Source: an optimization exercise on an open RTL-to-GDS flow (aim: small area). Production flows keep margins and buffers that such runs may drop. Only simulation tests tie the RTL to the original design; equivalence was not proved. No activity file was given, so power comes from the tool's default toggle rates.

==> design/flow/design.v <==
module sd_card_top
#(
	parameter  SPI_LOW_SPEED_DIV = 248,
	parameter  SPI_HIGH_SPEED_DIV = 0
)
(
	input            clk,
	input            rst,
	output           SD_nCS,
	output           SD_DCLK,
	output           SD_MOSI,
	input            SD_MISO,
	output reg       sd_init_done,
	input            sd_sec_read,
	input[31:0]      sd_sec_read_addr,
	output reg[7:0]  sd_sec_read_data,
	output reg       sd_sec_read_data_valid,
	output           sd_sec_read_end,
	input            sd_sec_write,
	input[31:0]      sd_sec_write_addr,
	input[7:0]       sd_sec_write_data,
	output           sd_sec_write_data_req,
	output           sd_sec_write_end
);
localparam [3:0] S_CMD0 = 4'b0000, S_CMD8 = 4'b0001, S_CMD55 = 4'b0010, S_CMD41 = 4'b0011,
	S_CMD16 = 4'b0100, S_CMD17 = 4'b0110, S_CMD24 = 4'b0111,
	S_IDLE = 4'b1000, S_WRW = 4'b1001, S_REND = 4'b1010, S_WEND = 4'b1011,
	S_READ = 4'b1100, S_WRITE = 4'b1101;
localparam [4:0] C_IDLE = 5'b00000, C_WAIT = 5'b00001, C_ERR = 5'b00010, C_ENDE = 5'b00011,
	C_END = 5'b00100, C_RACK = 5'b00110, C_WACK = 5'b00111,
	C_PRE = 5'b01000, C_RWAIT = 5'b01001, C_WTOK = 5'b01010, C_WSUC = 5'b01100, C_WBUSY = 5'b01101,
	C_WD0 = 5'b10100,
	C_INIT = 5'b11000, C_CMD = 5'b11001, C_CDATA = 5'b11010, C_READ = 5'b11011,
	C_WD1 = 5'b11100, C_WCRC = 5'b11101;
reg  [3:0]  ss;
reg  [4:0]  cs;
reg         req;         
reg         wr_req;      
reg  [31:0] addr;        
reg  [15:0] bc;          
reg         ncs;
localparam [4:0] H_LAST = 5'd16, H_AW = 5'd18, H_IDLE = 5'd20, H_RST = 5'd21;
reg  [4:0] h;
reg        ccf;          
reg  [7:0] rx;           
reg        mosi_q;       
wire edge_c = sd_init_done ? ccf : (addr[7:0] == 8'hec);
wire active = ~h[4] | (h == H_LAST);
wire ack    = (h == H_LAST) & edge_c;
reg  [2:0] idx;
always @(*)
	case (h[3:0])
		4'd0, 4'd1, 4'd2: idx = 3'd7;
		4'd3, 4'd4:       idx = 3'd6;
		4'd5, 4'd6:       idx = 3'd5;
		4'd7, 4'd8:       idx = 3'd4;
		4'd9, 4'd10:      idx = 3'd3;
		4'd11, 4'd12:     idx = 3'd2;
		4'd13, 4'd14:     idx = 3'd1;
		default:          idx = 3'd0;
	endcase
wire [7:0] tbyte;
assign SD_MOSI = h[4] ? mosi_q : tbyte[idx];
assign SD_DCLK = ~h[0];
always @(posedge clk or posedge rst)
	if (rst) begin
		h <= H_RST;
		mosi_q <= 1'b0;
	end else begin
		mosi_q <= SD_MOSI;
		if (h == H_RST || h == H_AW)
			h <= H_IDLE;
		else if (h == H_IDLE) begin
			if (cs[3] & wr_req) h <= 5'd0;
		end else if (edge_c)
			h <= (h == H_LAST) ? H_AW : h + 5'd1;
	end
always @(posedge clk) begin
	ccf <= active & ~ccf;
	if (~h[4] & edge_c & h[0]) rx <= {rx[6:0], SD_MISO};
end
wire bc_511  = bc[3] & bc[4] & ~bc[5] & ~bc[9] & bc[12] & bc[14];     
wire bc_512  = bc[0] & bc[4] & ~bc[6] & ~bc[10] & ~bc[11] & bc[13];  
wire bc_513  = bc[1] & bc[5] & ~bc[7] & ~bc[11] & ~bc[12] & bc[14];   
wire bc_last = (bc == 16'h8000);
wire bc_lo   = (bc[15:5] == 11'd0);
assign SD_nCS = ncs;
assign sd_sec_read_end = (ss == S_REND);
assign sd_sec_write_end = (ss == S_WEND);
assign sd_sec_write_data_req = (cs == C_WD0);
wire r1 = (ss == S_CMD0) | (ss == S_CMD8) | (ss == S_CMD55);
wire r1_ok = (rx[7:1] == 7'd0) & (rx[0] == r1);
wire cs_ackst = ~cs[4] & ~cs[3] & cs[2];    
always @(posedge clk)
	req <= (~ss[3] | ss[2]) & ~cs_ackst;
always @(posedge clk or posedge rst)
	if (rst) begin
		ss <= S_IDLE;
		sd_init_done <= 1'b0;
	end else begin
		if (ss == S_CMD41 && cs == C_END) sd_init_done <= 1'b1;
		case (ss)
			S_IDLE:  ss <= S_CMD0;
			S_CMD0:  if (cs == C_END) ss <= S_CMD8;
			S_CMD8:  if (cs == C_END) ss <= S_CMD55;
			S_CMD55: if (cs == C_END) ss <= S_CMD41;
			S_CMD41: if (cs == C_END) ss <= S_CMD16; else if (cs == C_ENDE) ss <= S_CMD55;
			S_CMD16: if (cs == C_END) ss <= S_WRW;   else if (cs == C_ENDE) ss <= S_CMD55;
			S_WRW:   if (sd_sec_write) ss <= S_CMD24; else if (sd_sec_read) ss <= S_CMD17;
			S_CMD24: if (cs == C_END) ss <= S_WRITE;
			S_CMD17: if (cs == C_END) ss <= S_READ;
			S_WRITE: if (cs == C_WACK) ss <= S_WEND;
			S_READ:  if (cs == C_RACK) ss <= S_REND;
			default: ss <= S_WRW;
		endcase
	end
wire a_w = (ss == S_WRW) & sd_sec_write;
wire a_r = (ss == S_WRW) & ~sd_sec_write;
wire a_d = (cs == C_WD1) & ~wr_req;
wire a_h = (ss != S_WRW);
wire a_c = ~sd_init_done & active & ~edge_c;
always @(posedge clk) begin
	addr[31:8] <= ({24{a_w}} & sd_sec_write_addr[31:8]) | ({24{a_r}} & sd_sec_read_addr[31:8]) |
	              ({24{a_h}} & addr[31:8]);
	if (sd_init_done)
		addr[7:0] <= ({8{a_w}} & sd_sec_write_addr[7:0]) | ({8{a_r}} & sd_sec_read_addr[7:0]) |
		             ({8{a_d}} & sd_sec_write_data) | ({8{a_h & ~a_d}} & addr[7:0]);
	else
		addr[7:0] <= {8{a_c}} & {addr[6:0], ~(addr[7] ^ addr[5] ^ addr[4] ^ addr[3])};
end
wire rw  = (cs == C_CMD) & (ss[2:1] == 2'b11);
wire ab1 = rw & bc_lo & (bc[4:0] == 5'h01);
wire ab2 = rw & bc_lo & (bc[4:0] == 5'h02);
wire ab3 = rw & bc_lo & (bc[4:0] == 5'h04);
wire ab4 = (rw & bc_lo & (bc[4:0] == 5'h08)) | (cs == C_WD1);
reg [7:0] cconst;
always @(*) begin
	cconst = 8'hff;
	if (cs == C_WTOK)
		cconst = 8'hfe;
	else if (cs == C_WD1)
		cconst = 8'h00;
	else if (cs == C_CMD && bc_lo)
		case (bc[4:0])
			5'h00: case (ss)
				S_CMD0:  cconst = 8'h40;
				S_CMD8:  cconst = 8'h48;
				S_CMD55: cconst = 8'h77;
				S_CMD41: cconst = 8'h69;
				S_CMD16: cconst = 8'h50;
				S_CMD17: cconst = 8'h51;
				default: cconst = 8'h58;
			endcase
			5'h01: cconst = (ss == S_CMD41) ? 8'h40 : 8'h00;
			5'h02: cconst = 8'h00;
			5'h04: cconst = (ss == S_CMD8) ? 8'h01 : (ss == S_CMD16) ? 8'h02 : 8'h00;
			5'h08: cconst = (ss == S_CMD8) ? 8'haa : 8'h00;
			5'h10: cconst = (ss == S_CMD0) ? 8'h95 : (ss == S_CMD8) ? 8'h87 : 8'hff;
			default: cconst = 8'hff;
		endcase
end
assign tbyte = cconst | ({8{ab1}} & addr[31:24]) | ({8{ab2}} & addr[23:16]) |
               ({8{ab3}} & addr[15:8]) | ({8{ab4}} & addr[7:0]);
reg [4:0] cn;
always @(*) begin
	cn = cs;
	case (cs)
		C_IDLE:  cn = C_INIT;
		C_INIT:  if (ack & bc[9]) cn = C_WAIT;
		C_WAIT:  if (req) cn = (ss == S_READ) ? C_RWAIT : (ss == S_WRITE) ? C_WTOK : C_PRE;
		C_PRE:   if (ack) cn = C_CMD;
		C_CMD:   if (ack) begin
				if (bc_last | (~r1_ok & ~rx[7])) cn = C_ERR;
				else if (r1_ok) cn = (ss == S_CMD8) ? C_CDATA : C_END;
			end
		C_CDATA: if (ack & bc[2]) cn = C_END;
		C_RWAIT: if (ack & (rx == 8'hfe)) cn = C_READ;
		C_READ:  if (ack & bc_513) cn = C_RACK;
		C_WTOK:  if (ack) cn = C_WD0;
		C_WD0:   cn = C_WD1;
		C_WD1:   if (ack) cn = bc_511 ? C_WCRC : C_WD0;
		C_WCRC:  if (ack & bc[0]) cn = C_WSUC;
		C_WSUC:  if (ack & (rx[4:0] == 5'b00101)) cn = C_WBUSY;
		C_WBUSY: if (ack & (&rx)) cn = C_WACK;
		C_ERR:   cn = C_ENDE;
		default: cn = C_WAIT;
	endcase
end
always @(posedge clk or posedge rst)
	if (rst) begin
		cs <= C_IDLE;
		wr_req <= 1'b0;
		ncs <= 1'b1;
		sd_sec_read_data_valid <= 1'b0;
		sd_sec_read_data <= 8'd0;
	end else begin
		cs <= cn;
		wr_req <= cs[3];
		if (cs == C_PRE) ncs <= 1'b1;
		else if (cs == C_CMD) ncs <= 1'b0;
		sd_sec_read_data_valid <= (cs == C_READ) & ~bc_512 & ~bc_513 & ack;
		if (cs == C_READ && ack) sd_sec_read_data <= rx;
	end
wire bc_clr = ~cs[4] |
              ((cs == C_CMD) & ack & r1_ok & (ss == S_CMD8)) |
              ((cs == C_WD1) & ack & bc_511);
always @(posedge clk)
	if (bc_clr) bc <= 16'd0;
	else if (ack) bc <= {bc[14:0], bc[15] ^ bc[13] ^ bc[12] ^ bc[10] ^ (bc[14:0] == 15'd0)};
endmodule
==> design/flow/flow/run.sh <==
#!/bin/bash
# Own layout flow: the standard layout (standard.sh, all ORFS steps) with these changes:
#  1. synthesis maps logic with an area-oriented ABC script (flow/area.abc) instead of
#     ORFS's speed script; everything else in synthesis (registers included) is unchanged;
#  2. clock tree synthesis uses clkbuf_4 buffers (clkbuf_8 at the root) and inserts no dummy loads (CTS_ARGS);
#  3. every input and output port still gets its own buffer, but a buf_1 (BUFFER_PORTS_ARGS).
# Each tool's output is in the ORFS logs under orfs/logs/; make's own output is in flow_make.log.
set -euo pipefail
W=$(pwd)
F="$W/flow"
cat > "$W/own_synth.tcl" <<EOT
# The standard flow's synthesis (synth_recipe.tcl), with abc's -script and -D replaced by flow/area.abc
proc abc {args} {
  set out {}
  set skip 0
  foreach a \$args {
    if {\$skip} { set skip 0; continue }
    if {\$a eq "-script" || \$a eq "-D"} { set skip 1; continue }
    lappend out \$a
  }
  yosys abc -script $F/area.abc {*}\$out
}
source $W/synth_recipe.tcl
EOT
sed "s#SYNTH_SCRIPT=[^ ]*synth_recipe.tcl#SYNTH_SCRIPT=$W/own_synth.tcl#" "$W/standard.sh" > "$W/own_standard.sh"
grep -q "SYNTH_SCRIPT=$W/own_synth.tcl" "$W/own_standard.sh"
export BUFFER_PORTS_ARGS="-inputs -outputs -buffer_cell sky130_fd_sc_hd__buf_1"
export CTS_ARGS="-sink_clustering_enable -repair_clock_nets -dont_use_dummy_load -buf_list sky130_fd_sc_hd__clkbuf_4 -root_buf sky130_fd_sc_hd__clkbuf_8"
bash "$W/own_standard.sh" > "$W/flow_make.log" 2>&1
==> design/flow/flow/area.abc <==
strash
dc2
&get -n
&deepsyn -T 30
&nf -a -R 1000
&put
mfs3 -ae
topo
==> design/flow/standard.sh <==
#!/bin/bash
# synth_recipe.tcl (not shown) runs the flow's synth.tcl, then flattens the netlist and writes it again
# the make line also repeats each setting of config.mk as NAME=value (left out here)
make -C /OpenROAD-flow-scripts/flow DESIGN_CONFIG=/design/flow/config.mk WORK_HOME=/design/flow/orfs CLKGATE_MAP_FILE= SYNTH_SCRIPT=/design/flow/synth_recipe.tcl "${@:-finish}"
==> design/flow/config.mk <==
export PLATFORM = sky130hd
export DESIGN_NAME = sd_card_top
export DESIGN_NICKNAME = sd_card_top
export VERILOG_FILES = /design/flow/design.v
export SDC_FILE = /design/flow/constraint.sdc
export NUM_CORES = 4
export LEC_CHECK = 0
export CAP_MARGIN = 0
export CORE_MARGIN = 2
export CORE_UTILIZATION = 60
export GPL_TIMING_DRIVEN = 0
export SLEW_MARGIN = 0
==> design/flow/constraint.sdc <==
create_clock -name core_clock -period 5.0 [get_ports {clk}]
set_input_delay 1.0000 -clock core_clock [delete_from_list [all_inputs] [get_ports {clk}]]
set_output_delay 1.0000 -clock core_clock [all_outputs]
set_load 0.01 [all_outputs]
==> results of run 1 <==
[state kept, by name (all words and copies together), names as in the netlist, 4 cells and up]
| register | flops |
|---|---|
| h | 5 |
| bc | 16 |
| rx | 8 |
| cs | 5 |
| ss | 4 |
| addr | 32 |
| sd_sec_read_data | 8 |
[metal layers]
layer | vias to the layer above | global-route usage | share of wire
met5 | - | 0 | 0
met1 | 1929 | 0.380 | 0.43
met3 | 21 | 0.0550 | 0.067
met4 | 0 | 0.106 | 0.017
li1 | 1946 | - | -
met2 | 218 | 0.475 | 0.49
[per-stage QoR]
step,hold WS (ns),util,worst slack [ns],cell area [sq um]
3_3_place_gp,0.402,0.685,0.334,4630
6_report,0.417,0.711,0.263,4800
3_5_place_dp,0.408,0.690,0.321,4660
2_1_floorplan,0.393,-,1.18,4190
4_1_cts,0.419,0.708,0.0231,4790
5_1_grt,0.441,0.711,0.00846,4800
[worst min path at each step]
stage	from	to	cells after the start
2_1_floorplan	ccf$_DFF_P_	ccf$_DFF_P_	1
3_3_place_gp	ccf$_DFF_P_	ccf$_DFF_P_	1
3_5_place_dp	ccf$_DFF_P_	ccf$_DFF_P_	1
4_1_cts	ccf$_DFF_P_	ccf$_DFF_P_	1
5_1_grt	ccf$_DFF_P_	ccf$_DFF_P_	1
6_report	ccf$_DFF_P_	ccf$_DFF_P_	1
[power groups by stage]
stage	Combinational, uW	Sequential [uW]	Clock (uW)
after CTS	40.8	705	380
after global placement	39.0	719	0
final	40.2	705	368
after detailed placement	40.8	720	0
after global routing	46.0	706	405
after floorplan	16.1	718	0
[worst register-to-register path, stage by stage (launching register included)]
cell	delay (ns)
dfrtp_1	0.49
nor4b_1	0.34
nand3_1	0.11
nor2_1	0.16
a21oi_1	0.13
nor3b_1	0.62
a21boi_0	0.20
a311oi_1	0.53
o21ai_0	0.43
a311oi_1	0.30
a21oi_1	0.07
[synth_stat cells (4+ instances only)]
library cell,n,area [sq um]
dfxtp_1,50,1000
nand2_1,41,154
clkinv_1,39,146
a222oi_1,35,350
nor2_1,35,131
dfrtp_1,22,551
a21oi_1,18,90.1
o21ai_0,17,85.1
a22o_1,16,140
nor3_1,16,80.1
a22oi_1,15,113
nand3_1,11,55.1
nand2b_1,9,56.3
edfxtp_1,8,240
mux2_1,8,90.1
nand4_1,8,50.1
nor2b_1,8,50.1
and2_0,6,37.5
xnor2_1,6,52.6
dfstp_2,5,131
ha_1,4,50.1
mux2i_1,4,40.0
nor4_1,4,25.0
[logic make-up (layout without fill, tap and decap cells)]
kind of cell	after synthesis	count (layout)
xor gates and xnor gates	6	6
buffers and inverters	39	142
AOI/OAI and AO/OA	143	143
muxes	12	12
adders and majority gates	4	4
DFF	85	85
and+or+nand+nor	152	152
[repair_timing]
| item | in CTS | in global routing |
|---|---|---|
| setup endpoints to repair | 1 | 1 |
| gates resized for setup | 1 | 5 |
| buffers inserted | 0 | 0 |
| endpoints found under the hold margin | 0 | 0 |
[layout make-up]
class / count / area share
multi-input cells: 317 / 0.445
flip-flops and latches: 85 / 0.401
repair buffers: 94 / 0.0766
inverters: 39 / 0.0305
clock buffers: 9 / 0.0258
well taps: 80 / 0.0208
==> run summary, run 1 <==
DP HPWL between 7 and 8 mm; Worst R2R Start sd_init_done$_DFFE_PP0P_; worst clock skew 0.0230 ns; CP top delay family simple AND/OR/NAND/NOR gates; Die Area 7660 sq um; Syn Std Cell Area 4190 sq um; Reg2Reg Capture Point cs[0]$_DFFE_PP0P_; critical path class reg -> out; most frequent cells in the layout buf_1 (92), dfxtp_1 (50), nand2_1 (41); Net Count, Synth 522; Final TNS setup 0 ns; crit path capture SD_MOSI; post-synthesis mux area share 0.0311; Seq/Total Area, Yosys 0.459; crit end category output pin; # setup viols final 0; synth unique cells 56; worst-margin pin slew 1.15 ns; Reg2Reg Depth 10; register area 1920 sq um; Hold Vio Cnt, Final 0; vias in the first global route 3815; GRT overflow 0; first-pass GRT wire length approximately 18 mm; Synth Instances 441; Slew Limit Headroom 0.225; CP Buf/Inv Count 2; pwr/cell area 232 nW/um^2; antenna cells 0; most frequent CP cell o21ai_0; Die H 87.5 microns; initial core utilization 0.619; post-route ant nets 0; Critical-path top delay cell dfrtp_2; yosys warns 1; Switching Fraction 0.207; fillers 547; commonest non-fill, non-tap cell in the layout buf_1; MaxCap Viol Count 0; status complete, no violations; min-delay worst type reg -> reg; clock latency on the worst-skew pair 0.35 ns; combinational share of power 0.036; crit-path cells clkinv_1 > nor2_2 > nand3_1 > nor2_4 > nor4bb_1 > o21ai_0 > or2_0 > o41ai_1 > nand2_1 > a21boi_2 > o2111ai_1 > a311oi_1 > o21ai_0 > o21ai_0 > nor2_1 > buf_1; Setup crit start kind register; final wirelength roughly 11 mm; CTS Hold Bufs 0; pin count of the biggest net entering global routing 28; largest family of logic cells by synthesized area compound AO/OA/AOI/OAI gates; Crit path arrival time 3.74 ns; Avg Cell Area, Syn between 9 and 10 sq um; FMAX 211 MHz; Worst path depth 16; CP max stage delay 0.45 ns; part of the power in the clock network 0.331; Synth Flop Type dfxtp_1; Vias per Instance approximately 6.6; CTS Buffer Depth 2; final std cells w/o fill 624; Seq pwr share 0.633; Synth async-reset ratio 0.318; Avg WL per Cell 17.2 microns; P&R area growth vs syn 14.7%; power after layout 1110 uW; Total Routing Usage GR 0.289; root buf cell clkbuf_8; # rows 30; share of layout cells above drive strength 1 0.0404; area occupied by multi-input gates 2140 sq um; Post-synth EDFFs 8; total placed cells including tap cells 615; num ports 93; CP Max Fanout 7; worst reg2reg setup slack 1.50 ns; clock tree from TritonCTS yes; Final Max Tran Viols 0; adder and majority gate portion of the synthesized area 0.0120; total internal power between 800 and 900 uW; Critical Path RT 4.00 ns; Synth Area in Compound Gates 0.271; H-tree depth 3; RSZ-0062 raised after global routing false; P_leak 0.00174 uW; Pre-Repair DR Iteration Count 8; Placeable Area 6760 sq um; IO Port Bufs 92; TritonCTS Buffers 9; TritonCTS Sinks 85; clk slew on worst S/H paths 0.08 ns; post-synthesis xor/xnor area fraction 0.0126; Period minus WS final 4.74 ns; nets 627; P_sw 231 uW; simple-gate share of the synthesized area 0.179; peak supply drop 0.175 mV; via count 4114; die width about 88 microns; period utilisation layout 0.947; crit path from cs[3]$_DFFE_PP0P_; #FFs+latches synth 85; initial antenna violation count 0; gpl congestion a little over 0.9; drc violations 0; number of DRC markers in iteration 0 387
==> run 2: changes to the inputs <==
--- a/design/flow/design.v
+++ b/design/flow/design.v
@@ -64,15 +64,17 @@
 assign SD_DCLK = ~h[0];
+wire [4:0] h_n = (h[4] & h[0]) | (h == H_AW) ? H_IDLE :
+                 (h == H_IDLE) ? ((cs[3] & wr_req) ? 5'd0 : H_IDLE) :
+                 edge_c ? ((h == H_LAST) ? H_AW : h + 5'd1) : h;
 always @(posedge clk or posedge rst)
 	if (rst) begin
-		h <= H_RST;
+		h[4] <= 1'b1;
+		h[0] <= 1'b1;
 		mosi_q <= 1'b0;
 	end else begin
+		h[4] <= h_n[4];
+		h[0] <= h_n[0];
 		mosi_q <= SD_MOSI;
-		if (h == H_RST || h == H_AW)
-			h <= H_IDLE;
-		else if (h == H_IDLE) begin
-			if (cs[3] & wr_req) h <= 5'd0;
-		end else if (edge_c)
-			h <= (h == H_LAST) ? H_AW : h + 5'd1;
 	end
+always @(posedge clk)
+	h[3:1] <= h_n[3:1];
 always @(posedge clk) begin
@@ -191,3 +193,2 @@
 		cs <= C_IDLE;
-		wr_req <= 1'b0;
 		ncs <= 1'b1;
@@ -197,3 +198,2 @@
 		cs <= cn;
-		wr_req <= cs[3];
 		if (cs == C_PRE) ncs <= 1'b1;
@@ -207,2 +207,4 @@
 always @(posedge clk)
+	wr_req <= cs[3];
+always @(posedge clk)
 	if (bc_clr) bc <= 16'd0;
--- a/design/flow/flow/run.sh
+++ b/design/flow/flow/run.sh
@@ -4,3 +4,3 @@
 #     ORFS's speed script; everything else in synthesis (registers included) is unchanged;
-#  2. clock tree synthesis uses clkbuf_4 buffers (clkbuf_8 at the root) and inserts no dummy loads (CTS_ARGS);
+#  2. clock tree synthesis uses clkbuf_8 buffers and inserts no dummy loads (CTS_ARGS);
 #  3. every input and output port still gets its own buffer, but a buf_1 (BUFFER_PORTS_ARGS).
@@ -27,3 +27,3 @@
 export BUFFER_PORTS_ARGS="-inputs -outputs -buffer_cell sky130_fd_sc_hd__buf_1"
-export CTS_ARGS="-sink_clustering_enable -repair_clock_nets -dont_use_dummy_load -buf_list sky130_fd_sc_hd__clkbuf_4 -root_buf sky130_fd_sc_hd__clkbuf_8"
+export CTS_ARGS="-repair_clock_nets -dont_use_dummy_load -buf_list sky130_fd_sc_hd__clkbuf_8 -root_buf sky130_fd_sc_hd__clkbuf_8"
 bash "$W/own_standard.sh" > "$W/flow_make.log" 2>&1
==> run summary, run 2 <==
FMAX 210 MHz (-0.64%); initial core utilization 0.612 (-0.00734); gpl congestion 0.953 (+3.5%); #FFs+latches synth 85 (unchanged); Placed Area 4580 sq um (-1.7%); post-route cell area 4750 sq um (-1.1%); busiest grt layer met2; critical path class reg -> out; crit end category output pin; first-pass GRT wire length 18.1 mm (+1.7%); number of DRC markers in iteration 0 473 (+22%); min-delay worst type reg -> reg; most frequent cells in the layout buf_1 (92), nor2_1 (81), dfxtp_1 (54); Crit path arrival time 3.77 ns (+0.03 ns); CTS Hold Bufs 0 (unchanged); TritonCTS Sinks 85 (unchanged); Final Max Tran Viols 0 (unchanged); root buf cell clkbuf_8; CP Max Fanout 10 (+3); yosys warns 1 (unchanged); Die Area 7530 sq um (-1.7%); pin count of the biggest net entering global routing 27 (-3.6%); clk slew on worst S/H paths 0.07 ns (about the same); # setup viols final 0 (unchanged); H-tree depth 3 (unchanged); # rows 30 (unchanged); Vias per Instance 6.29 (-4.6%); Slew Limit Headroom 0.243 (+0.0181); Placeable Area 6720 sq um (-0.56%); Die H 86.8 microns (-0.83%); Synth async-reset ratio 0.271 (-0.0471); total placed cells including tap cells 639 (+3.9%); P&R area growth vs syn 15.4%; Total Routing Usage GR 0.298 (+0.00961); initial antenna violation count 0 (unchanged); synth unique cells 54 (-3.6%); Avg WL per Cell 16.6 microns (-4.0%); antenna cells 0 (unchanged); Post-synth EDFFs 8 (unchanged); final std cells w/o fill 651 (+4.3%); peak supply drop 0.245 mV (+40%); Syn Std Cell Area 4110 sq um (-1.7%); Setup crit start kind register; Synth Instances 466 (+5.7%); drc violations 0 (unchanged); count leader, synth nor2_1; Period minus WS final 4.77 ns (+0.0307 ns); commonest non-fill, non-tap cell in the layout buf_1; period utilisation layout 0.954 (+0.00614); clock tree from TritonCTS yes; final wirelength 10.8 mm (+0.20%); TritonCTS Buffers 9 (unchanged); via count 4096 (-0.44%); Regs by FF count addr: 32 flops, bc: 16 flops; Critical Path RT 4.00 ns (about the same); clock latency on the worst-skew pair 0.35 ns (about the same); Hold Vio Cnt, Final 0 (unchanged); cell taking the most area after synthesis dfxtp_1; GRT overflow 0 (unchanged); die width 86.8 microns (-0.83%); Biggest register addr; worst-margin pin slew 1.13 ns (-0.0279 ns); MaxCap Viol Count 0 (unchanged); M3 GR Usage 0.0571 (+0.00217); num ports 93 (unchanged); status complete, no violations; P_leak 0.00180 uW (+3.8%); Synth Flop Type dfxtp_1; Post-synth top cells nor2_1 (82), dfxtp_1 (54), nand2_1 (48); fillers 562 (+2.7%); Net Count, Synth 546 (+4.6%); post-route ant nets 0 (unchanged); GR Util met2 0.490 (+0.0147); synth top area cells dfxtp_1 (26%), dfrtp_1 (12%), nor2_1 (7.5%), edfxtp_1 (5.8%), nand2_1 (4.4%); met1 Use GR 0.388 (+0.00824); max FFs per register 32 (unchanged); nets 653 (+4.1%); Pre-Repair DR Iteration Count 5 (-3); IO Port Bufs 92 (unchanged); pwr/cell area 402 nW/um^2 (+73%); top cell type's share of synthesized area 0.263 (+0.0237); worst clock skew 0.0269 ns (+0.00387 ns); vias in the first global route 3853 (+1.0%); CTS Buffer Depth 2 (unchanged); share of layout cells above drive strength 1 0.0438 (+0.00334); DP HPWL 7.79 mm (+0.49%); Avg Cell Area, Syn 8.83 sq um (-7.0%); Seq/Total Area, Yosys 0.462 (+0.00294)
==> run 2: changes by cell type after synthesis, moves of 7 or more <==
cell	change
nor2_1	+47
nand3_1	+7
clkinv_1	-26
a222oi_1	-26
o22ai_1	+26
nand2_1	+7
==> run 2: final timing paths <==
| kind | startpoint | to | slack (ns) | cells past startpoint |
|---|---|---|---|---|
| max | cs[2]$_DFFE_PP0P_ | SD_MOSI | 0.23 | 15 |
| min | ccf$_DFF_P_ | ccf$_DFF_P_ | 0.41 | 1 |
| max reg2reg | cs[2]$_DFFE_PP0P_ | mosi_q$_DFF_PP0_ | 1.58 | 14 |
| min reg2reg | ccf$_DFF_P_ | ccf$_DFF_P_ | 0.41 | 1 |
| max in group asynchronous | rst | cs[2]$_DFFE_PP0P_ | 3.87 | 2 |
| min in group asynchronous | rst | sd_sec_read_data[0]$_DFFE_PP0P_ | 0.68 | 2 |
==> run 2: cells by family after synthesis <==
| kind of cell | Yosys count | share of synthesized area |
|---|---|---|
| adder cells (fa/ha/maj) | 3 | 0.00913 |
| AO/OA/AOI/OAI | 141 | 0.245 |
| AND/OR/NAND/NOR | 208 | 0.232 |
| buffers and inverters | 13 | 0.0119 |
| XOR/XNOR | 7 | 0.0149 |
| multiplexers | 9 | 0.0246 |
| flip-flops | 85 | 0.462 |
==> run 2: layout make-up <==
class	instances	area [sq um]	area share
repair buffers	96	383	0.0807
multi-input cells	368	2190	0.461
well taps	80	100	0.0211
flip-flops and latches	85	1900	0.401
inverters	13	48.8	0.0103
clock buffers	9	124	0.0261
==> run 2: what timing repair did <==
item                                    in CTS  in global routing
endpoints found under the setup margin       1                  1
buffers inserted                             1                  2
pin swaps                                    0                  1
resized for setup                            4                  8
==> run 2: worst max-delay path, cell delays in order (launching register included) <==
cell,delay (ns)
dfrtp_2,0.49
nor2b_2,0.16
and2_1,0.21
nand2_1,0.11
or2_1,0.30
or3_1,0.43
nor3_2,0.22
or2_4,0.17
a31oi_1,0.06
a31oi_2,0.25
nand3_1,0.10
a21oi_1,0.16
nand2_1,0.07
a311o_1,0.37
o22a_1,0.19
buf_1,0.14
==> run 2: through the flow <==
step	total power (uW)	setup WS, ns	hold WS [ns]	setup TNS (ns)	utilization
final	1910	0.232	0.414	0	0.706
after global placement	1510	0.189	0.402	0	0.678
after floorplan	1370	0.842	0.393	0	-
after CTS	1900	0.0496	0.417	0	0.703
after detailed placement	1540	0.147	0.408	0	0.682
after global routing	2040	-0.00782	0.446	-0.00782	0.706
==> run 2: per-layer routing <==
metal / part of all wire / routed length (microns)
met1: 0.43 / 4600
met2: 0.48 / 5220
met3: 0.065 / 704
met4: 0.023 / 248
met5: 0 / 0
==> run 2: report_power, final <==
group | switching, uW | internal [uW] | total, uW | leakage (uW)
registers | 168 | 861 | 1030 | 0.000801
logic | 271 | 238 | 509 | 0.000938
clock network | 207 | 161 | 368 | 0.0000647
total | 646 | 1260 | 1910 | 0.00180
==> run 3: changes to the inputs <==
--- a/design/flow/flow/run.sh
+++ b/design/flow/flow/run.sh
@@ -27,3 +27,3 @@
 export BUFFER_PORTS_ARGS="-inputs -outputs -buffer_cell sky130_fd_sc_hd__buf_1"
-export CTS_ARGS="-repair_clock_nets -dont_use_dummy_load -buf_list sky130_fd_sc_hd__clkbuf_8 -root_buf sky130_fd_sc_hd__clkbuf_8"
+export CTS_ARGS="-sink_clustering_enable -dont_use_dummy_load -buf_list sky130_fd_sc_hd__clkbuf_2 -root_buf sky130_fd_sc_hd__clkbuf_8"
 bash "$W/own_standard.sh" > "$W/flow_make.log" 2>&1
==> run summary, run 3 <==
synth unique cells 54 (unchanged); clk slew on worst S/H paths 0.07 ns (about the same); Synth Instances 466 (unchanged); first-pass GRT wire length 18.1 mm (unchanged); CP Max Fanout 10 (unchanged); part of the power in the clock network 0.193 (about the same); post-route ant nets 0 (unchanged); die width 86.8 microns (unchanged); clock tree from TritonCTS yes; Synth async-reset ratio 0.271 (unchanged); vias in the first global route 3853 (unchanged); Net Count, Synth 546 (unchanged); via count 4096 (unchanged); number of DRC markers in iteration 0 473 (unchanged); nets 653 (unchanged); #FFs+latches synth 85 (unchanged); root buf cell clkbuf_8; gpl congestion 0.953 (unchanged); Post-synth top cells nor2_1 (82), dfxtp_1 (54), nand2_1 (48); antenna cells 0 (unchanged); status complete, no violations; P_sw 646 uW (unchanged); Regs by FF count addr: 32 flops, bc: 16 flops; worst reg2reg setup slack 1.58 ns (about the same); Setup crit start kind register; yosys warns 1 (unchanged); clock latency on the worst-skew pair 0.35 ns (about the same); Pre-Repair DR Iteration Count 5 (unchanged); num ports 93 (unchanged); Slew Limit Headroom 0.243 (unchanged); critical path class reg -> out; initial antenna violation count 0 (unchanged); count leader, synth nor2_1; Vias per Instance 6.29 (unchanged); Syn Std Cell Area 4110 sq um (unchanged); min-delay worst type reg -> reg; Synth Flop Type dfxtp_1; total internal power 1260 uW (unchanged); DP HPWL 7.79 mm (unchanged); Switching Fraction 0.339 (unchanged); P&R area growth vs syn 15.4% (unchanged); Hold Vio Cnt, Final 0 (unchanged); IO Port Bufs 92 (unchanged); max layer used met4; final wirelength 10.8 mm (unchanged); FMAX 210 MHz (unchanged); TritonCTS Sinks 85 (unchanged); pin count of the biggest net entering global routing 27 (unchanged); fillers 562 (unchanged); crit end category output pin; combinational share of power 0.267 (about the same); peak supply drop 0.245 mV (unchanged); Seq/Total Area, Yosys 0.462 (unchanged); Seq pwr share 0.540 (about the same); Biggest register addr; # setup viols final 0 (unchanged); initial core utilization 0.612 (unchanged); synth top area cells dfxtp_1 (26%), dfrtp_1 (12%), nor2_1 (7.5%), edfxtp_1 (5.8%), nand2_1 (4.4%); Detail Route met2 WL 5.22 mm (unchanged); top cell type's share of synthesized area 0.263 (unchanged); Fin Hold WS 0.414 ns (unchanged); Post-synth EDFFs 8 (unchanged); CTS Buffer Depth 2 (unchanged); Die H 86.8 microns (unchanged); post-route cell area 4750 sq um (unchanged); TritonCTS Buffers 9 (unchanged); worst-margin pin slew 1.13 ns (unchanged); power after layout 1910 uW (unchanged); worst clock skew 0.0269 ns (unchanged); GRT overflow 0 (unchanged); Placeable Area 6720 sq um (unchanged); Crit path arrival time 3.77 ns (about the same); H-tree depth 3 (unchanged); Total Routing Usage GR 0.298 (unchanged); Avg Cell Area, Syn 8.83 sq um (unchanged); met3 WL 704 microns (unchanged); MaxCap Viol Count 0 (unchanged); Die Area 7530 sq um (unchanged); Period minus WS final 4.77 ns (unchanged); share of layout cells above drive strength 1 0.0438 (unchanged); # rows 30 (unchanged); Avg WL per Cell 16.6 microns (unchanged); P_leak 0.00180 uW (unchanged); Final Max Tran Viols 0 (unchanged); commonest non-fill, non-tap cell in the layout buf_1; period utilisation layout 0.954 (unchanged); max FFs per register 32 (unchanged); Critical Path RT 4.00 ns (about the same); drc violations 0 (unchanged); pwr/cell area 402 nW/um^2 (unchanged); Placed Area 4580 sq um (unchanged); DRT met1 WL 4.60 mm (unchanged); most frequent cells in the layout buf_1 (92), nor2_1 (81), dfxtp_1 (54); cell taking the most area after synthesis dfxtp_1
## run 3: cell counts after synthesis
No cell type changed its count.
## run 3: through the flow
step / setup slack [ns] / TNS, ns / util / cells
3_3_place_gp: 0.189 / 0 / 0.678 / 638
5_1_grt: -0.00782 / -0.00782 / 0.706 / 651
3_5_place_dp: 0.147 / 0 / 0.682 / 639
6_report: 0.232 / 0 / 0.706 / 651
2_1_floorplan: 0.842 / 0 / - / 466
4_1_cts: 0.0496 / 0 / 0.703 / 649
## run 3: per-layer routing
metal	vias to the layer above	track usage
met5	-	0
met4	0	0.116
li1	1989	-
met1	1908	0.388
met2	171	0.490
met3	28	0.0571
## run 3: cells by family (layout without fill, tap and decap cells)
group           count (synthesis)  in the layout  share of synthesized area
fa+ha+maj                       3              3                    0.00913
buf+inv                        13            118                     0.0119
compound gates                141            141                      0.245
mux                             9              9                     0.0246
flops                          85             85                      0.462
xor+xnor                        7              7                     0.0149
simple gates                  208            208                      0.232
## run 3: repair_timing
action                                  4_1_cts  5_1_grt
gates resized for setup                       4        8
endpoints found under the setup margin        1        1
hold buffers                                  0        0
setup buffers                                 1        2
pin swaps                                     0        1
## run 3: worst paths after layout
kind,from,endpoint,cells past startpoint
setup / recovery,cs[2]$_DFFE_PP0P_,SD_MOSI,15
hold / removal,ccf$_DFF_P_,ccf$_DFF_P_,1
setup reg to reg,cs[2]$_DFFE_PP0P_,mosi_q$_DFF_PP0_,14
hold reg to reg,ccf$_DFF_P_,ccf$_DFF_P_,1
max in group asynchronous,rst,cs[2]$_DFFE_PP0P_,2
min in group asynchronous,rst,sd_sec_read_data[0]$_DFFE_PP0P_,2
## run 3: critical path, cell delays in order, from the launching register on
cell,delay [ns]
dfrtp_2,0.49
nor2b_2,0.16
and2_1,0.21
nand2_1,0.11
or2_1,0.30
or3_1,0.43
nor3_2,0.22
or2_4,0.17
a31oi_1,0.06
a31oi_2,0.25
nand3_1,0.10
a21oi_1,0.16
nand2_1,0.07
a311o_1,0.37
o22a_1,0.19
buf_1,0.14
## run 3: area by class of cell
| cell class | instances | area (sq um) | area share |
|---|---|---|---|
| timing repair buffer | 96 | 383 | 0.0807 |
| tap | 80 | 100 | 0.0211 |
| sequential | 85 | 1900 | 0.401 |
| multi-input combinational | 368 | 2190 | 0.461 |
| inverter | 13 | 48.8 | 0.0103 |
| clock buffer | 9 | 124 | 0.0261 |
## run 3: power groups by stage
stage | Combinational, uW | Clock (uW) | Sequential, uW
CTS | 503 | 376 | 1020
global route | 580 | 407 | 1050
finish | 509 | 368 | 1030
detailed placement | 501 | 0 | 1040
floorplan | 394 | 0 | 981
global placement | 478 | 0 | 1040
==> run 4: changes to the inputs <==
--- a/design/flow/flow/run.sh
+++ b/design/flow/flow/run.sh
@@ -27,3 +27,3 @@
 export BUFFER_PORTS_ARGS="-inputs -outputs -buffer_cell sky130_fd_sc_hd__buf_1"
-export CTS_ARGS="-sink_clustering_enable -dont_use_dummy_load -buf_list sky130_fd_sc_hd__clkbuf_2 -root_buf sky130_fd_sc_hd__clkbuf_8"
+export CTS_ARGS="-sink_clustering_enable -dont_use_dummy_load -buf_list sky130_fd_sc_hd__clkbuf_4 -root_buf sky130_fd_sc_hd__clkbuf_8"
 bash "$W/own_standard.sh" > "$W/flow_make.log" 2>&1
==> run summary, run 4 <==
Pre-Repair DR Iteration Count 5 (unchanged); initial core utilization 0.612 (unchanged); clock latency on the worst-skew pair 0.35 ns (about the same); Vias per Instance 6.29 (unchanged); P&R area growth vs syn 15.4% (unchanged); Final TNS setup 0 ns (unchanged); first-pass GRT wire length 18.1 mm (unchanged); count leader, synth nor2_1; Synth Instances 466 (unchanged); yosys warns 1 (unchanged); CTS Hold Bufs 0 (unchanged); Critical Path RT 4.00 ns (about the same); Total Routing Usage GR 0.298 (unchanged); share of layout cells above drive strength 1 0.0438 (unchanged); via count 4096 (unchanged); GRT overflow 0 (unchanged); MaxCap Viol Count 0 (unchanged); total placed cells including tap cells 639 (unchanged); synth unique cells 54 (unchanged); number of DRC markers in iteration 0 473 (unchanged); clock tree from TritonCTS yes; DP HPWL 7.79 mm (unchanged); status complete, no violations; die width 86.8 microns (unchanged); most frequent cells in the layout buf_1 (92), nor2_1 (81), dfxtp_1 (54); top cell type's share of synthesized area 0.263 (unchanged); max FFs per register 32 (unchanged); cell taking the most area after synthesis dfxtp_1; # rows 30 (unchanged); Die Area 7530 sq um (unchanged); synth top area cells dfxtp_1 (26%), dfrtp_1 (12%), nor2_1 (7.5%), edfxtp_1 (5.8%), nand2_1 (4.4%); commonest non-fill, non-tap cell in the layout buf_1; Period minus WS final 4.77 ns (unchanged); critical path class reg -> out; Hold Vio Cnt, Final 0 (unchanged); Die H 86.8 microns (unchanged); vias in the first global route 3853 (unchanged); drc violations 0 (unchanged); #FFs+latches synth 85 (unchanged); worst-margin pin slew 1.13 ns (unchanged); worst clock skew 0.0269 ns (unchanged); Crit path arrival time 3.77 ns (about the same); IO Port Bufs 92 (unchanged); antenna cells 0 (unchanged); # setup viols final 0 (unchanged); Avg Cell Area, Syn 8.83 sq um (unchanged); root buf cell clkbuf_8; period utilisation layout 0.954 (unchanged); pin count of the biggest net entering global routing 27 (unchanged); nets 653 (unchanged); CP Max Fanout 10 (unchanged); peak supply drop 0.245 mV (unchanged); Slew Limit Headroom 0.243 (unchanged); Net Count, Synth 546 (unchanged); clk slew on worst S/H paths 0.07 ns (about the same); Final Max Tran Viols 0 (unchanged); CTS Buffer Depth 2 (unchanged); Post-synth top cells nor2_1 (82), dfxtp_1 (54), nand2_1 (48); final wirelength 10.8 mm (unchanged); Regs by FF count addr: 32 flops, bc: 16 flops; Seq/Total Area, Yosys 0.462 (unchanged); Synth Flop Type dfxtp_1; Syn Std Cell Area 4110 sq um (unchanged); final std cells w/o fill 651 (unchanged); crit end category output pin; FMAX 210 MHz (unchanged); TritonCTS Sinks 85 (unchanged); Synth async-reset ratio 0.271 (unchanged); Biggest register addr; pwr/cell area 402 nW/um^2 (unchanged); Placeable Area 6720 sq um (unchanged); gpl congestion 0.953 (unchanged); Avg WL per Cell 16.6 microns (unchanged); initial antenna violation count 0 (unchanged); post-route ant nets 0 (unchanged); Setup crit start kind register; TritonCTS Buffers 9 (unchanged); P_leak 0.00180 uW (unchanged); Post-synth EDFFs 8 (unchanged); min-delay worst type reg -> reg; num ports 93 (unchanged); H-tree depth 3 (unchanged)
## run 4: metal layers
layer	vias up	track usage	routed length (microns)
li1	1989	-	-
met1	1908	0.388	4600
met2	171	0.490	5220
met3	28	0.0571	704
met4	0	0.116	248
met5	-	0	0
## run 4: area by class of cell
| type | count | area (sq um) |
|---|---|---|
| Fill cell | 562 | 1970 |
| Sequential cell | 85 | 1900 |
| Timing Repair Buffer | 96 | 383 |
| Tap cell | 80 | 100 |
| Inverter | 13 | 48.8 |
| Multi-Input combinational cell | 368 | 2190 |
| Clock buffer | 9 | 124 |
## run 4: path summary, 6_finish.rpt
kind / from / to / slack (ns) / cells after the start
worst min-delay path: ccf$_DFF_P_ / ccf$_DFF_P_ / 0.41 / 1
worst max-delay path: cs[2]$_DFFE_PP0P_ / SD_MOSI / 0.23 / 15
worst max register to register: cs[2]$_DFFE_PP0P_ / mosi_q$_DFF_PP0_ / 1.58 / 14
worst min register to register: ccf$_DFF_P_ / ccf$_DFF_P_ / 0.41 / 1
max in group asynchronous: rst / cs[2]$_DFFE_PP0P_ / 3.87 / 2
min in group asynchronous: rst / sd_sec_read_data[0]$_DFFE_PP0P_ / 0.68 / 2
## run 4: critical path, stage by stage (launching register included)
cell,delay (ns)
dfrtp_2,0.49
nor2b_2,0.16
and2_1,0.21
nand2_1,0.11
or2_1,0.30
or3_1,0.43
nor3_2,0.22
or2_4,0.17
a31oi_1,0.06
a31oi_2,0.25
nand3_1,0.10
a21oi_1,0.16
nand2_1,0.07
a311o_1,0.37
o22a_1,0.19
buf_1,0.14
## run 4: cells by family after synthesis
| logic type | share of synthesized area |
|---|---|
| XOR/XNOR | 0.0149 |
| multiplexers | 0.0246 |
| buffers and inverters | 0.0119 |
| adder cells (fa/ha/maj) | 0.00913 |
| flip-flops | 0.462 |
| AO/OA/AOI/OAI | 0.245 |
| AND/OR/NAND/NOR | 0.232 |
## run 4: metrics by stage
stage / instance area [sq um] / utilization / hold WS, ns / setup slack, ns / power [uW]
floorplan: 4110 / - / 0.393 / 0.842 / 1370
global placement: 4560 / 0.678 / 0.402 / 0.189 / 1510
detailed placement: 4580 / 0.682 / 0.408 / 0.147 / 1540
CTS: 4720 / 0.703 / 0.417 / 0.0496 / 1900
global route: 4750 / 0.706 / 0.446 / -0.00782 / 2040
finish: 4750 / 0.706 / 0.414 / 0.232 / 1910
## run 4: power breakdown
part,internal (uW),switching (uW),total (uW)
Sequential,861,168,1030
Clock,161,207,368
Combinational,238,271,509
## run 4: what timing repair did
item                                    CTS  global route
endpoints found under the setup margin    1             1
gates resized for setup                   4             8
setup buffers                             1             2
pin swaps                                 0             1
==> run 5: changes to the inputs <==
--- a/design/flow/flow/run.sh
+++ b/design/flow/flow/run.sh
@@ -27,3 +27,3 @@
 export BUFFER_PORTS_ARGS="-inputs -outputs -buffer_cell sky130_fd_sc_hd__buf_1"
-export CTS_ARGS="-sink_clustering_enable -dont_use_dummy_load -buf_list sky130_fd_sc_hd__clkbuf_4 -root_buf sky130_fd_sc_hd__clkbuf_8"
+export CTS_ARGS="-sink_clustering_enable -repair_clock_nets -dont_use_dummy_load -buf_list sky130_fd_sc_hd__clkbuf_4 -root_buf sky130_fd_sc_hd__clkbuf_8 -tree_buf sky130_fd_sc_hd__clkbuf_4"
 bash "$W/own_standard.sh" > "$W/flow_make.log" 2>&1
==> run summary, run 5 <==
Slew Limit Headroom 0.243 (unchanged); post-route ant nets 0 (unchanged); CP Max Fanout 10 (unchanged); Final WS setup 0.232 ns (unchanged); Hold Vio Cnt, Final 0 (unchanged); # setup viols final 0 (unchanged); yosys warns 1 (unchanged); Regs by FF count addr: 32 flops, bc: 16 flops; pin count of the biggest net entering global routing 27 (unchanged); Biggest register addr; Seq/Total Area, Yosys 0.462 (unchanged); DRT met1 WL 4.60 mm (unchanged); area occupied by multi-input gates 2190 sq um (unchanged); count leader, synth nor2_1; Switching Fraction 0.339 (unchanged); cell taking the most area after synthesis dfxtp_1; max FFs per register 32 (unchanged); #FFs+latches synth 85 (unchanged); Avg Cell Area, Syn 8.83 sq um (unchanged); most frequent cells in the layout buf_1 (92), nor2_1 (81), dfxtp_1 (54); P_sw 646 uW (unchanged); nets 653 (unchanged); worst-margin pin slew 1.13 ns (unchanged); gpl congestion 0.953 (unchanged); DP Worst Slack 0.147 ns (unchanged); P&R area growth vs syn 15.4% (unchanged); IO Port Bufs 92 (unchanged); Total Routing Usage GR 0.298 (unchanged); crit end category output pin; total placed cells including tap cells 639 (unchanged); clock tree from TritonCTS yes; most frequent CP cell nand2_1; status complete, no violations; synth top area cells dfxtp_1 (26%), dfrtp_1 (12%), nor2_1 (7.5%), edfxtp_1 (5.8%), nand2_1 (4.4%); Critical Path RT 4.00 ns (about the same); Synth Instances 466 (unchanged); worst clock skew 0.0269 ns (unchanged); P_leak 0.00180 uW (unchanged); fillers 562 (unchanged); period utilisation layout 0.954 (unchanged); Pre-Repair DR Iteration Count 5 (unchanged); TritonCTS Buffers 9 (unchanged); Synth async-reset ratio 0.271 (unchanged); Final TNS setup 0 ns (unchanged); root buf cell clkbuf_8; drc violations 0 (unchanged); Net Count, Synth 546 (unchanged); share of layout cells above drive strength 1 0.0438 (unchanged); initial antenna violation count 0 (unchanged); via count 4096 (unchanged); Critical-path top delay cell dfrtp_2; Synth Flop Type dfxtp_1; MaxCap Viol Count 0 (unchanged); Syn Std Cell Area 4110 sq um (unchanged); part of the power in the clock network 0.193 (about the same); Setup crit start kind register; Post-synth top cells nor2_1 (82), dfxtp_1 (54), nand2_1 (48); Placeable Area 6720 sq um (unchanged); DP HPWL 7.79 mm (unchanged); vias in the first global route 3853 (unchanged); Crit path arrival time 3.77 ns (about the same); CTS Buffer Depth 2 (unchanged); Final Max Tran Viols 0 (unchanged); Vias per Instance 6.29 (unchanged); register area 1900 sq um (unchanged); antenna cells 0 (unchanged); power after layout 1910 uW (unchanged); Post-synth EDFFs 8 (unchanged); H-tree depth 3 (unchanged); CP max stage delay 0.49 ns (about the same); clk slew on worst S/H paths 0.07 ns (about the same); Detail Route met2 WL 5.22 mm (unchanged); die width 86.8 microns (unchanged); final wirelength 10.8 mm (unchanged); CP top delay family simple AND/OR/NAND/NOR gates; combinational share of power 0.267 (about the same); Seq pwr share 0.540 (about the same); crit-path cells nor2b_2 > and2_1 > nand2_1 > or2_1 > or3_1 > nor3_2 > or2_4 > a31oi_1 > a31oi_2 > nand3_1 > a21oi_1 > nand2_1 > a311o_1 > o22a_1 > buf_1; CTS Hold Bufs 0 (unchanged); num ports 93 (unchanged); FMAX 210 MHz (unchanged); min-delay worst type reg -> reg; synth unique cells 54 (unchanged); critical path class reg -> out; total internal power 1260 uW (unchanged); GRT overflow 0 (unchanged); Final Core Density 0.706 (unchanged); Die H 86.8 microns (unchanged); Die Area 7530 sq um (unchanged); met3 WL 704 microns (unchanged); CP Buf/Inv Count 1 (unchanged); final std cells w/o fill 651 (unchanged); TritonCTS Sinks 85 (unchanged); clock latency on the worst-skew pair 0.35 ns (about the same); peak supply drop 0.245 mV (unchanged); Period minus WS final 4.77 ns (unchanged); top cell type's share of synthesized area 0.263 (unchanged); Avg WL per Cell 16.6 microns (unchanged); commonest non-fill, non-tap cell in the layout buf_1; first-pass GRT wire length 18.1 mm (unchanged); initial core utilization 0.612 (unchanged); # rows 30 (unchanged); max layer used met4; number of DRC markers in iteration 0 473 (unchanged); pwr/cell area 402 nW/um^2 (unchanged)
## run 5: power groups by stage
stage / registers, uW / clock network [uW] / logic (uW)
2_1_floorplan: 981 / 0 / 394
3_3_place_gp: 1040 / 0 / 478
3_5_place_dp: 1040 / 0 / 501
4_1_cts: 1020 / 376 / 503
5_1_grt: 1050 / 407 / 580
6_report: 1030 / 368 / 509
## run 5: worst paths after layout
check | startpoint | to | slack (ns) | depth (start not counted)
worst max-delay path | cs[2]$_DFFE_PP0P_ | SD_MOSI | 0.23 | 15
worst min-delay path | ccf$_DFF_P_ | ccf$_DFF_P_ | 0.41 | 1
worst max register to register | cs[2]$_DFFE_PP0P_ | mosi_q$_DFF_PP0_ | 1.58 | 14
worst min register to register | ccf$_DFF_P_ | ccf$_DFF_P_ | 0.41 | 1
max in group asynchronous | rst | cs[2]$_DFFE_PP0P_ | 3.87 | 2
min in group asynchronous | rst | sd_sec_read_data[0]$_DFFE_PP0P_ | 0.68 | 2
## run 5: area by class of cell
class,instances,share of cell area
Multi-Input combinational cell,368,0.461
Clock buffer,9,0.0261
Tap cell,80,0.0211
Timing Repair Buffer,96,0.0807
Inverter,13,0.0103
Sequential cell,85,0.401
## run 5: kinds of logic (layout without fill, tap and decap cells)
logic type / Yosys count / after routing / share of synthesized area
flip-flops: 85 / 85 / 0.462
buffers and inverters: 13 / 118 / 0.0119
XOR/XNOR: 7 / 7 / 0.0149
multiplexers: 9 / 9 / 0.0246
AND/OR/NAND/NOR: 208 / 208 / 0.232
adder cells (fa/ha/maj): 3 / 3 / 0.00913
AO/OA/AOI/OAI: 141 / 141 / 0.245
## run 5: stage by stage
stage	hold WS [ns]	instance area (sq um)
finish	0.414	4750
global route	0.446	4750
CTS	0.417	4720
detailed placement	0.408	4580
global placement	0.402	4560
floorplan	0.393	4110
## run 5: worst reg2reg max path: cells and delay by family (launching register included)
family | cells | cell delay, ns
flip-flops | 1 | 0.49
AO/OA/AOI/OAI | 5 | 1.03
AND/OR/NAND/NOR | 9 | 1.77
## run 5: layer usage
| metal | up-vias | global-route usage |
|---|---|---|
| li1 | 1989 | - |
| met1 | 1908 | 0.388 |
| met2 | 171 | 0.490 |
| met3 | 28 | 0.0571 |
| met4 | 0 | 0.116 |
| met5 | - | 0 |
## run 5: timing repair
action	CTS	global route
setup endpoints to repair	1	1
gates cloned	0	0
pin swaps	0	1
resized for setup	4	8
buffers inserted	1	2
==> run 6: changes to the inputs <==
--- a/design/flow/flow/run.sh
+++ b/design/flow/flow/run.sh
@@ -27,3 +27,3 @@
 export BUFFER_PORTS_ARGS="-inputs -outputs -buffer_cell sky130_fd_sc_hd__buf_1"
-export CTS_ARGS="-sink_clustering_enable -repair_clock_nets -dont_use_dummy_load -buf_list sky130_fd_sc_hd__clkbuf_4 -root_buf sky130_fd_sc_hd__clkbuf_8 -tree_buf sky130_fd_sc_hd__clkbuf_4"
+export CTS_ARGS="-sink_clustering_enable -repair_clock_nets -dont_use_dummy_load -buf_list sky130_fd_sc_hd__clkbuf_8 -root_buf sky130_fd_sc_hd__clkbuf_8"
 bash "$W/own_standard.sh" > "$W/flow_make.log" 2>&1
==> run summary, run 6 <==
worst clock skew 0.0269 ns (unchanged); post-route ant nets 0 (unchanged); FMAX 210 MHz (unchanged); Seq/Total Area, Yosys 0.462 (unchanged); IO Port Bufs 92 (unchanged); die width 86.8 microns (unchanged); DP HPWL 7.79 mm (unchanged); Reg2Reg Depth 14 (unchanged); total internal power 1260 uW (unchanged); Critical-path top delay cell dfrtp_2; Period minus WS final 4.77 ns (unchanged); vias in the first global route 3853 (unchanged); num ports 93 (unchanged); Hold Crit Depth 1 (unchanged); top cell type's share of synthesized area 0.263 (unchanged); #FFs+latches synth 85 (unchanged); Post-synth top cells nor2_1 (82), dfxtp_1 (54), nand2_1 (48); GRT overflow 0 (unchanged); Pre-Repair DR Iteration Count 5 (unchanged); crit end category output pin; area occupied by multi-input gates 2190 sq um (unchanged); commonest non-fill, non-tap cell in the layout buf_1; Hold Vio Cnt, Final 0 (unchanged); Biggest register addr; Synth Instances 466 (unchanged); Avg Cell Area, Syn 8.83 sq um (unchanged); drc violations 0 (unchanged); period utilisation layout 0.954 (unchanged); gpl congestion 0.953 (unchanged); TritonCTS Sinks 85 (unchanged); Net Count, Synth 546 (unchanged); share of layout cells above drive strength 1 0.0438 (unchanged); M3 GR Usage 0.0571 (unchanged); most frequent CP cell nand2_1; initial core utilization 0.612 (unchanged); min-delay worst type reg -> reg; Synth Flop Type dfxtp_1; busiest grt layer met2; part of the power in the clock network 0.193 (about the same); Final Max Tran Viols 0 (unchanged); Syn Std Cell Area 4110 sq um (unchanged); # setup viols final 0 (unchanged); most frequent cells in the layout buf_1 (92), nor2_1 (81), dfxtp_1 (54); Placeable Area 6720 sq um (unchanged); nets 653 (unchanged); initial antenna violation count 0 (unchanged); Die H 86.8 microns (unchanged); MaxCap Viol Count 0 (unchanged); antenna cells 0 (unchanged); Switching Fraction 0.339 (unchanged); Seq pwr share 0.540 (about the same); fillers 562 (unchanged); Setup crit start kind register; peak supply drop 0.245 mV (unchanged); synth unique cells 54 (unchanged); worst-margin pin slew 1.13 ns (unchanged); Synth async-reset ratio 0.271 (unchanged); pwr/cell area 402 nW/um^2 (unchanged); H-tree depth 3 (unchanged); CTS Hold Bufs 0 (unchanged); Crit path arrival time 3.77 ns (about the same); root buf cell clkbuf_8; CP Max Fanout 10 (unchanged); max FFs per register 32 (unchanged); final wirelength 10.8 mm (unchanged); P&R area growth vs syn 15.4% (unchanged); Total Routing Usage GR 0.298 (unchanged); pin count of the biggest net entering global routing 27 (unchanged); register area 1900 sq um (unchanged); first-pass GRT wire length 18.1 mm (unchanged); crit path from cs[2]$_DFFE_PP0P_; clock tree from TritonCTS yes; Die Area 7530 sq um (unchanged); Vias per Instance 6.29 (unchanged); Regs by FF count addr: 32 flops, bc: 16 flops; status complete, no violations; Avg WL per Cell 16.6 microns (unchanged); crit-path cells nor2b_2 > and2_1 > nand2_1 > or2_1 > or3_1 > nor3_2 > or2_4 > a31oi_1 > a31oi_2 > nand3_1 > a21oi_1 > nand2_1 > a311o_1 > o22a_1 > buf_1; met1 Use GR 0.388 (unchanged); count leader, synth nor2_1; yosys warns 1 (unchanged); Critical Path RT 4.00 ns (about the same); GR Util met2 0.490 (unchanged); clk slew on worst S/H paths 0.07 ns (about the same); Slew Limit Headroom 0.243 (unchanged); cell taking the most area after synthesis dfxtp_1; TritonCTS Buffers 9 (unchanged); Worst R2R Start cs[2]$_DFFE_PP0P_; combinational share of power 0.267 (about the same); Post-synth EDFFs 8 (unchanged); CP max stage delay 0.49 ns (about the same); # rows 30 (unchanged); P_sw 646 uW (unchanged); clock latency on the worst-skew pair 0.35 ns (about the same); number of DRC markers in iteration 0 473 (unchanged); critical path class reg -> out; Final Core Density 0.706 (unchanged); P_leak 0.00180 uW (unchanged); Final TNS setup 0 ns (unchanged); CTS Buffer Depth 2 (unchanged); hold wc startpoint ccf$_DFF_P_; synth top area cells dfxtp_1 (26%), dfrtp_1 (12%), nor2_1 (7.5%), edfxtp_1 (5.8%), nand2_1 (4.4%); via count 4096 (unchanged)
-- run 6: cell counts in the layout (fill, tap and decap cells not counted) --
Identical to the previous run, type by type.
-- run 6: per-stage QoR --
step	cells	total power [uW]	area, sq um	hold slack, ns	setup slack (ns)
after global routing	651	2040	4750	0.446	-0.00782
final	651	1910	4750	0.414	0.232
after global placement	638	1510	4560	0.402	0.189
after detailed placement	639	1540	4580	0.408	0.147
after floorplan	466	1370	4110	0.393	0.842
after CTS	649	1900	4720	0.417	0.0496
-- run 6: what timing repair did --
action / in CTS / in global routing
pin swaps: 0 / 1
gates cloned: 0 / 0
endpoints found under the setup margin: 1 / 1
resized for setup: 4 / 8
buffers inserted: 1 / 2
-- run 6: worst max-delay path, delay by kind of cell, from the launching register on --
family / cells / cell delay [ns]
flops: 1 / 0.49
simple gates: 9 / 1.77
compound gates: 5 / 1.03
buf+inv: 1 / 0.14
-- run 6: cell families (layout without fill, tap and decap cells) --
kind of cell    after synthesis  count (layout)  synth area share
compound gates              141             141             0.245
fa+ha+maj                     3               3           0.00913
mux                           9               9            0.0246
flops                        85              85             0.462
xor+xnor                      7               7            0.0149
simple gates                208             208             0.232
buf+inv                      13             118            0.0119
-- run 6: final timing paths --
path	end	slack [ns]
setup / recovery	SD_MOSI	0.23
hold / removal	ccf$_DFF_P_	0.41
setup reg to reg	mosi_q$_DFF_PP0_	1.58
hold reg to reg	ccf$_DFF_P_	0.41
max in group asynchronous	cs[2]$_DFFE_PP0P_	3.87
min in group asynchronous	sd_sec_read_data[0]$_DFFE_PP0P_	0.68
-- run 6: layout make-up --
cell class	count	area share
inverters	13	0.0103
multi-input cells	368	0.461
repair buffers	96	0.0807
clock buffers	9	0.0261
flip-flops and latches	85	0.401
well taps	80	0.0211
-- run 6: routing by layer --
| metal | part of all wire | up-vias | wire [microns] |
|---|---|---|---|
| li1 | - | 1989 | - |
| met1 | 0.43 | 1908 | 4600 |
| met2 | 0.48 | 171 | 5220 |
| met3 | 0.065 | 28 | 704 |
| met4 | 0.023 | 0 | 248 |
| met5 | 0 | - | 0 |
-- run 6: power by group through the flow --
stage	Combinational, uW	Clock (uW)	Sequential, uW
2_1_floorplan	394	0	981
3_3_place_gp	478	0	1040
3_5_place_dp	501	0	1040
4_1_cts	503	376	1020
5_1_grt	580	407	1050
6_report	509	368	1030
==> run 7: changes to the inputs <==
==> design/flow/flow/area.abc (replaced) <==
strash
dc2
&get -n
&deepsyn -T 30
&nf -a -R 1000
&put
mfs3 -ae
strash
&get -n
&dch
&nf -a -R 1000
&put
mfs3 -ae
topo
==> run summary, run 7 <==
status complete, no violations; num ports 93 (unchanged); gpl congestion 0.894 (-6.2%); Die H 86.7 microns (-0.16%); Worst R2R Start cs[2]$_DFFE_PP0P_; Critical-path top delay cell or4_4; period utilisation layout 0.956 (+0.00229); DP Worst Slack 0.263 ns (+0.115 ns); crit end category output pin; fillers 590 (+5.0%); initial core utilization 0.610 (-0.00205); worst clock skew 0.0168 ns (-0.0101 ns); yosys warns 1 (unchanged); drc violations 0 (unchanged); nets 663 (+1.5%); final wirelength 11.2 mm (+3.9%); TritonCTS Sinks 85 (unchanged); P_leak 0.00181 uW (about the same); Seq/Total Area, Yosys 0.464 (+0.00155); top cell type's share of synthesized area 0.264 (+0.000883); post-route ant nets 0 (unchanged); Hold Vio Cnt, Final 0 (unchanged); pwr/cell area 404 nW/um^2 (+0.48%); Avg WL per Cell 16.9 microns (+2.3%); synth unique cells 52 (-3.7%); initial antenna violation count 0 (unchanged); most frequent cells in the layout buf_1 (92), nor2_1 (84), dfxtp_1 (54); P&R area growth vs syn 16.4%; max FFs per register 32 (unchanged); Post-synth EDFFs 8 (unchanged); crit-path cells clkinv_1 > and3_1 > nand2_1 > or4_4 > or2_4 > nor2_4 > nor2b_1 > o41ai_2 > nand2_1 > a21oi_1 > nand3_1 > a221oi_1 > a21oi_1 > o311ai_1 > a32oi_1 > buf_1; Biggest register addr; Placeable Area 6720 sq um (unchanged); Syn Std Cell Area 4100 sq um (-0.33%); critical path class reg -> out; clock tree from TritonCTS yes; GRT overflow 0 (unchanged); Net Count, Synth 551 (+0.92%); cell taking the most area after synthesis dfxtp_1; first-pass GRT wire length 18.1 mm (+0.12%); worst-margin pin slew 1.34 ns (+0.212 ns); pin count of the biggest net entering global routing 27 (unchanged); Total Routing Usage GR 0.303 (+0.00485); clock latency on the worst-skew pair 0.36 ns (about the same); Avg Cell Area, Syn 8.70 sq um (-1.4%); area occupied by multi-input gates 2160 sq um (-1.1%); Synth Flop Type dfxtp_1; DP HPWL 7.98 mm (+2.4%); #FFs+latches synth 85 (unchanged); Post-synth top cells nor2_1 (86), dfxtp_1 (54), nand2_1 (50); clk slew on worst S/H paths 0.08 ns (about the same); Synth async-reset ratio 0.271 (unchanged); die width 86.7 microns (-0.16%); Die Area 7510 sq um (-0.31%); synth top area cells dfxtp_1 (26%), dfrtp_1 (12%), nor2_1 (7.9%), edfxtp_1 (5.9%), nand2_1 (4.6%); via count 4245 (+3.6%); Critical Path RT 4.00 ns (about the same); RSZ-0062 raised after global routing false; Regs by FF count addr: 32 flops, bc: 16 flops; MaxCap Viol Count 0 (unchanged); FMAX 209 MHz (-0.24%); number of DRC markers in iteration 0 297 (-37%); share of layout cells above drive strength 1 0.0534 (+0.00957); Pre-Repair DR Iteration Count 8 (+3); Final TNS setup 0 ns (unchanged); CP Max Fanout 7 (-3); hold wc startpoint ccf$_DFF_P_; H-tree depth 3 (unchanged); Setup crit start kind register; register area 1910 sq um (+0.13%); Vias per Instance 6.42 (+2.1%); IO Port Bufs 92 (unchanged); CP max stage delay 0.53 ns (+0.04 ns); Slew Limit Headroom 0.104 (-0.139); count leader, synth nor2_1; Final WS setup 0.221 ns (-0.0115 ns); CTS Buffer Depth 2 (unchanged); crit path from cs[2]$_DFFE_PP0P_; # rows 30 (unchanged); # setup viols final 0 (unchanged); min-delay worst type reg -> reg; Synth Instances 471 (+1.1%); root buf cell clkbuf_8; TritonCTS Buffers 9 (unchanged); antenna cells 0 (unchanged); Crit path arrival time 3.78 ns (about the same); commonest non-fill, non-tap cell in the layout buf_1; vias in the first global route 3880 (+0.70%); Period minus WS final 4.78 ns (+0.0115 ns); Final Max Tran Viols 0 (unchanged); peak supply drop 0.275 mV (+12%)
-- run 7: cell count changes in the layout (fill, tap and decap cells not counted), moves of 3 or more --
cell	change
clkinv_1	+3
and2_1	-4
nor2_1	+3
buf_4	+5
a31oi_1	+5
nand3b_1	-3
nor3_1	+6
nor3b_1	-3
nand2b_1	-4
a221o_1	-3
a22oi_1	-3
o211ai_1	+4
o21ai_0	+3
-- run 7: what timing repair did --
action	in CTS	in global routing
hold buffers	0	0
resized for setup	3	8
endpoints found under the setup margin	1	1
buffers inserted	0	8
pin swaps	0	4
-- run 7: path summary, 6_finish.rpt --
kind                                                    to  slack, ns  cells past startpoint
setup / recovery                                   SD_MOSI       0.22                     16
hold / removal                                 ccf$_DFF_P_       0.41                      1
setup reg to reg                          mosi_q$_DFF_PP0_       1.60                     15
hold reg to reg                                ccf$_DFF_P_       0.41                      1
max in group asynchronous                cs[4]$_DFFE_PP0P_       3.92                      2
min in group asynchronous  sd_sec_read_data[4]$_DFFE_PP0P_       0.67                      2
-- run 7: cell families after synthesis --
group / synth area share
AND/OR/NAND/NOR: 0.222
AO/OA/AOI/OAI: 0.249
flip-flops: 0.464
buffers and inverters: 0.0147
XOR/XNOR: 0.0192
multiplexers: 0.0220
adder cells (fa/ha/maj): 0.00916
-- run 7: worst max-delay path: cells and delay by family, from the launching register on --
family	cells	cell delay (ns)
flops	1	0.46
buf+inv	2	0.28
simple gates	8	1.66
compound gates	6	1.02
-- run 7: stage by stage --
stage	total power, uW	std cells	hold WS [ns]	utilization	area [sq um]
after floorplan	1380	471	0.393	-	4100
after global placement	1530	643	0.400	0.676	4540
after detailed placement	1560	644	0.407	0.679	4560
after CTS	1920	653	0.415	0.699	4700
after global routing	2050	661	0.422	0.710	4770
final	1930	661	0.414	0.710	4770
-- run 7: routing by layer --
| metal | up-vias | wire length [microns] | GRT usage | part of all wire |
|---|---|---|---|---|
| met3 | 32 | 743 | 0.0648 | 0.066 |
| met1 | 1999 | 4590 | 0.375 | 0.41 |
| met4 | 0 | 265 | 0.134 | 0.024 |
| met2 | 197 | 5590 | 0.509 | 0.50 |
| met5 | - | 0 | 0 | 0 |
| li1 | 2017 | - | - | - |
-- run 7: final cells by class --
| type | instances | share of cell area |
|---|---|---|
| clock buffers | 9 | 0.0260 |
| flip-flops and latches | 85 | 0.400 |
| multi-input cells | 370 | 0.453 |
| inverters | 16 | 0.0126 |
| repair buffers | 101 | 0.0881 |
| well taps | 80 | 0.0210 |
-- run 7: power breakdown --
| group | leakage, uW | total (uW) | switching (uW) | internal, uW |
|---|---|---|---|---|
| Combinational | 0.000941 | 517 | 288 | 229 |
| Sequential | 0.000800 | 1040 | 176 | 863 |
| Clock | 0.0000647 | 370 | 209 | 161 |

==> what the ideal ports hide <==
No port has a modelled driver above. Below, the same layouts with a new extraction and two added sets of constraints. Step 1, drivers: a clkbuf_16 drives clk and a buf_2 each remaining input, both assumed. Step 2 also shifts input and output timing later by t, the mid clock arrival at the registers, as if the neighbouring blocks saw the same clock. Slacks: no drivers / after step 1 / after step 2; pairs: no drivers / after step 1.
run	t, ns	setup WS [ns]	worst setup path at the end	pins driven straight from the clock port
run 1	0.363	0.263 / 0.235 / 0.598	register to output	1
run 2	0.372	0.232 / 0.201 / 0.574	register to output	1
run 3	0.372	0.232 / 0.201 / 0.574	register to output	1
run 4	0.372	0.232 / 0.201 / 0.574	register to output	1
run 5	0.372	0.232 / 0.201 / 0.574	register to output	1
run 6	0.372	0.232 / 0.201 / 0.574	register to output	1
run 7	0.379	0.221 / 0.189 / 0.568	register to output	1
After both steps every run listed still meets setup and hold.
